Source: an optimization exercise on an open RTL-to-GDS flow (aim: small area, a short achievable clock period and few clock cycles). Production flows keep margins and buffers that such runs may drop. In this exercise RTL edits were held to simulation tests only and were not proved equivalent to the original. No activity file was given, so power comes from the tool's default toggle rates.

== build 15 ==
==> flow/design.v <==
module fpu(
    input  logic [31:0] op_A_in,
    input  logic [31:0] op_B_in,
    input  logic clk,
    input  logic reset,
    input  logic start,
    output logic [31:0] data_out,
    output logic [3:0]  status_out,
    output logic done
);
    logic [7:0]  ea, eb, e_l, gt, eq;
    logic [8:0]  d_ab;
    logic [4:0]  sh;
    logic        a_ge_e, e_eq, fa_lt, a_big, s_l, eff_sub, swap_f, big;
    logic [25:0] m_a, m_b, m_l, m_s, m_s_sh, lost_mask;
    logic        sticky;
    logic [26:0] x, y, g, p, gg, pp, sum;
    always_comb begin
        ea   = op_A_in[30:23];
        eb   = op_B_in[30:23];
        m_a  = {|ea, op_A_in[22:0], 2'b00};
        m_b  = {|eb, op_B_in[22:0], 2'b00};
        d_ab = {1'b0, ea} - {1'b0, eb};
        gt = ea & ~eb;
        eq = ~(ea ^ eb);
        for (int l = 0; l < 3; l++)
            for (int i = 0; i < 8; i += 2 << l) begin
                gt[i] = gt[i + (1 << l)] | (eq[i + (1 << l)] & gt[i]);
                eq[i] = eq[i + (1 << l)] & eq[i];
            end
        a_ge_e = gt[0] | eq[0];
        e_eq   = eq[0];
        fa_lt  = op_A_in[22:0] < op_B_in[22:0];
        e_l  = a_ge_e ? ea  : eb;
        m_l  = a_ge_e ? m_a : m_b;
        m_s  = a_ge_e ? m_b : m_a;
        sh   = a_ge_e ? d_ab[4:0] : eb[4:0] - ea[4:0];
        a_big = e_eq ? ~fa_lt : a_ge_e;
        s_l   = a_big ? op_A_in[31] : op_B_in[31];
        eff_sub = op_A_in[31] ^ op_B_in[31];
        swap_f  = eff_sub & e_eq & fa_lt;
        big       = d_ab[8] ? (d_ab[7:0] <= 8'd231) : (d_ab[7:0] >= 8'd25);
        m_s_sh    = big ? 26'd0 : (m_s >> sh);
        lost_mask = big ? 26'h3ffffff : ~(26'h3ffffff << sh);
        sticky    = |(m_s & lost_mask);
        x = {1'b0, m_l} ^ {27{eff_sub}};
        y = {1'b0, m_s_sh};
        g = x & y;
        p = x ^ y;
        gg = g;
        pp = p;
        gg[0] = g[0] | (p[0] & swap_f);
        for (int l = 0; l < 5; l++)
            for (int i = (2 << l) - 1; i < 27; i += (2 << l)) begin
                gg[i] = gg[i] | (pp[i] & gg[i - (1 << l)]);
                pp[i] = pp[i] & pp[i - (1 << l)];
            end
        for (int l = 3; l >= 0; l--)
            for (int i = (3 << l) - 1; i < 27; i += (2 << l)) begin
                gg[i] = gg[i] | (pp[i] & gg[i - (1 << l)]);
                pp[i] = pp[i] & pp[i - (1 << l)];
            end
        sum = (p ^ {27{eff_sub & ~swap_f}}) ^ {gg[25:0], swap_f};
    end
    logic [26:0] r;
    logic [7:0]  e_q;
    logic        s_q, sticky_q;
    always_ff @(posedge clk) begin
        r        <= sum;
        e_q      <= e_l;
        s_q      <= s_l;
        sticky_q <= sticky;
    end
    always_ff @(posedge clk or negedge reset) begin
        if (!reset) done <= 1'b0;
        else        done <= start;
    end
    logic        zero, left, c_out, uf, ovf;
    logic [25:0] w, n0, n1, n2, n3, n4;
    logic        uf_le, uf_eq;
    logic [23:0] ca;
    logic [22:0] inc, f_out;
    logic [4:0]  k;
    logic [7:0]  e_p1, e_nr, e_left, e_out;
    always_comb begin
        zero = ~|r;
        left = ~r[26] & ~r[25];
        w  = r[26] ? r[26:1] : r[25:0];
        ca = w[25:2];
        for (int l = 0; l < 5; l++)
            for (int i = 0; i < 24; i++)
                if (i[l]) ca[i] = ca[i] & ca[((i >> (l + 1)) << (l + 1)) + (1 << l) - 1];
        inc   = w[24:2] ^ ({ca[21:0], 1'b1} & {23{w[0]}});
        c_out = w[0] & ca[23];
        e_p1  = e_q + 8'd1;
        e_nr  = (r[26] | c_out) ? e_p1 : e_q;
        k[4] = ~|r[25:10]; n1 = k[4] ? {r[9:0], 16'd0} : r[25:0];
        k[3] = ~|n1[25:18]; n2 = k[3] ? {n1[17:0], 8'd0} : n1;
        k[2] = ~|n2[25:22]; n3 = k[2] ? {n2[21:0], 4'd0} : n2;
        k[1] = ~|n3[25:24]; n4 = k[1] ? {n3[23:0], 2'd0} : n3;
        k[0] = ~n4[25];     n0 = k[0] ? {n4[24:0], 1'd0} : n4;
        e_left = e_q - {3'd0, k};
        uf_le = 1'b0;
        uf_eq = ~|e_q[7:5];
        for (int i = 4; i >= 0; i--) begin
            uf_le = uf_le | (uf_eq & ~e_q[i] & k[i]);
            uf_eq = uf_eq & ~(e_q[i] ^ k[i]);
        end
        uf   = ~r[26] & (uf_le | uf_eq);
        ovf  = (&e_q) | (~left & e_q == 8'd254 & (r[26] | c_out));
        e_out = left ? e_left : e_nr;
        f_out = left ? n0[24:2] : inc;
        if (zero) begin
            data_out = 32'd0;                   status_out = 4'b0001;
        end else if (ovf) begin
            data_out = {s_q, 8'hFF, 23'd0};     status_out = 4'b0100;
        end else if (uf) begin
            data_out = 32'd0;                   status_out = 4'b1000;
        end else begin
            data_out = {s_q, e_out, f_out};
            status_out = (w[0] && !left) || sticky_q ? 4'b0010 : 4'b0001;
        end
    end
endmodule
export LEC_CHECK = 0
export ABC_AREA = 1
export CAP_MARGIN = 20
export CORE_MARGIN = 2
export CORE_UTILIZATION = 45
export GPL_TIMING_DRIVEN = 0
export SLEW_MARGIN = 20
create_clock -name core_clock -period 10.0 [get_ports {clk}]
standard.sh (not shown) runs the stock make flow with config.mk's settings and CLKGATE_MAP_FILE= SYNTH_SCRIPT=/design/flow/synth_recipe.tcl, a recipe that flattens the netlist after the stock synthesis.
==> flow/flow/run.sh <==
#!/bin/bash
# The standard layout, with plain buffers (sky130_fd_sc_hd__buf_1) on the
# ports in place of the delay cells that buffer_ports picks by default.
# Timing repair aims at 3.2 ns of setup slack up to clock tree synthesis,
# and at 2.8 ns in the repair after global routing.
set -euo pipefail
export BUFFER_PORTS_ARGS="-buffer_cell sky130_fd_sc_hd__buf_1"
SETUP_SLACK_MARGIN=3.2 bash standard.sh cts > standard_make_to_cts.log 2>&1
SETUP_SLACK_MARGIN=2.8 bash standard.sh > standard_make.log 2>&1
Testbench counts of build 15, summed over its fixed seeds: cycles 3,200.
## Diff of input files: build 48 against build 15
# build 15
export LEC_CHECK = 0
export ABC_AREA = 1
export CAP_MARGIN = 20
export CORE_MARGIN = 2
export CORE_UTILIZATION = 45
export GPL_TIMING_DRIVEN = 0
export SLEW_MARGIN = 20
create_clock -name core_clock -period 10.0 [get_ports {clk}]
# build 48
export LEC_CHECK = 0
export ABC_AREA = 1
export CAP_MARGIN = 20
export CORE_MARGIN = 2
export CORE_UTILIZATION = 45
export CTS_BUF_LIST = sky130_fd_sc_hd__clkbuf_4 sky130_fd_sc_hd__clkbuf_8
export GPL_TIMING_DRIVEN = 0
export SLEW_MARGIN = 20
create_clock -name core_clock -period 10.0 [get_ports {clk}]
==> flow/flow/run.sh <==
#!/bin/bash
# The standard layout, with plain buffers (sky130_fd_sc_hd__buf_1) on the
# ports in place of the delay cells that buffer_ports picks by default.
# Timing repair aims at 3.8 ns of setup slack up to clock tree synthesis,
# and at 3.0 ns in the repair after global routing.
set -euo pipefail
export BUFFER_PORTS_ARGS="-buffer_cell sky130_fd_sc_hd__buf_1"
SETUP_SLACK_MARGIN=3.8 bash standard.sh cts > standard_make_to_cts.log 2>&1
SETUP_SLACK_MARGIN=3.0 bash standard.sh > standard_make.log 2>&1
### Flow results
- Placeable core region: build 15 vs build 48 identical
- Power density of the placed cells in build 48 is 1.5% below build 15.
- The higher clock group share of total power came out of build 15.
- Global-route usage in build 48 is 0.48 points above build 15.
- Sort build 48 and build 15 by combinational power, ascending, and build 15 comes first.
- Build 48 — post-layout total power about 1.4% higher, build 15 as reference
- Build 15 → build 48: cell count went up about 0.45%; cell area after layout increased about 3%.
- The maximum frequency of build 48 was superior to that of build 15.
The inputs of build 57 differ from those of build 48 as listed below.
# build 48
export LEC_CHECK = 0
export ABC_AREA = 1
export CAP_MARGIN = 20
export CORE_MARGIN = 2
export CORE_UTILIZATION = 45
export CTS_BUF_LIST = sky130_fd_sc_hd__clkbuf_4 sky130_fd_sc_hd__clkbuf_8
export GPL_TIMING_DRIVEN = 0
export SLEW_MARGIN = 20
create_clock -name core_clock -period 10.0 [get_ports {clk}]
# build 57
export LEC_CHECK = 0
export ABC_AREA = 1
export CAP_MARGIN = 20
export CORE_MARGIN = 2
export CORE_UTILIZATION = 45
export GPL_TIMING_DRIVEN = 0
export SLEW_MARGIN = 20
create_clock -name core_clock -period 10.0 [get_ports {clk}]
Between build 57 and build 48, the difference in count of max-cap constraint violations is negligible. Against build 48, build 57 reports a part of the cycle the worst path needs that is lower. Worst setup slack after layout (build 57 over build 48): increase, 18 ps. ~same wire length after detailed routing in build 57 and build 48. Total non-filler cell area in the finished layout grows slightly when moving from build 48 to build 57. Between build 48 and build 57, the flow reports non-clock buffer count decreasing slightly. In build 57, vias per cell is higher than in build 48. From build 48 to build 57 the numbers moved as follows: sequential cell area in the final layout held, overall power went up 1.4%. When build 57 is measured against build 48, its number of buffers and inverters on the critical path turns out 2 lower. As far as DRC violations left goes, build 48 and build 57 are indistinguishable; the numbers are identical.

[re-timing with driven ports]
In the flow no input, the clock included, has a driving cell. The finished layouts below were timed again as built, in two steps.
Step 1, drivers: a clkbuf_16 drives clk and a buf_2 each remaining input, both assumed.
Step 2 adds t to the input delays and takes it off the output delays; t is the mean of the earliest and latest rising clock arrival at the registers after step 1. Input paths then give back, and output paths get back, about the clock's delay inside the block.
a / b / c = ideal / step 1 / step 2; a / b = the first two.
run	t, ns	setup slack, ns	hold slack, ns	clock arrival spread, ns	pins driven straight from the clock port
build 15	0.317	3.169 / 3.183 / 2.867	1.472 / 1.457 / 1.773	0.010 / 0.009	1
build 48	0.324	3.647 / 3.649 / 3.325	1.451 / 1.439 / 1.763	0.014 / 0.014	1
build 57	0.315	3.665 / 3.681 / 3.366	1.471 / 1.456 / 1.771	0.010 / 0.010	1
After both steps setup and hold are still met in every run listed. The setup slack of build 48, which loses most, moves by +0.002 ns with the drivers and by -0.322 ns with both steps.
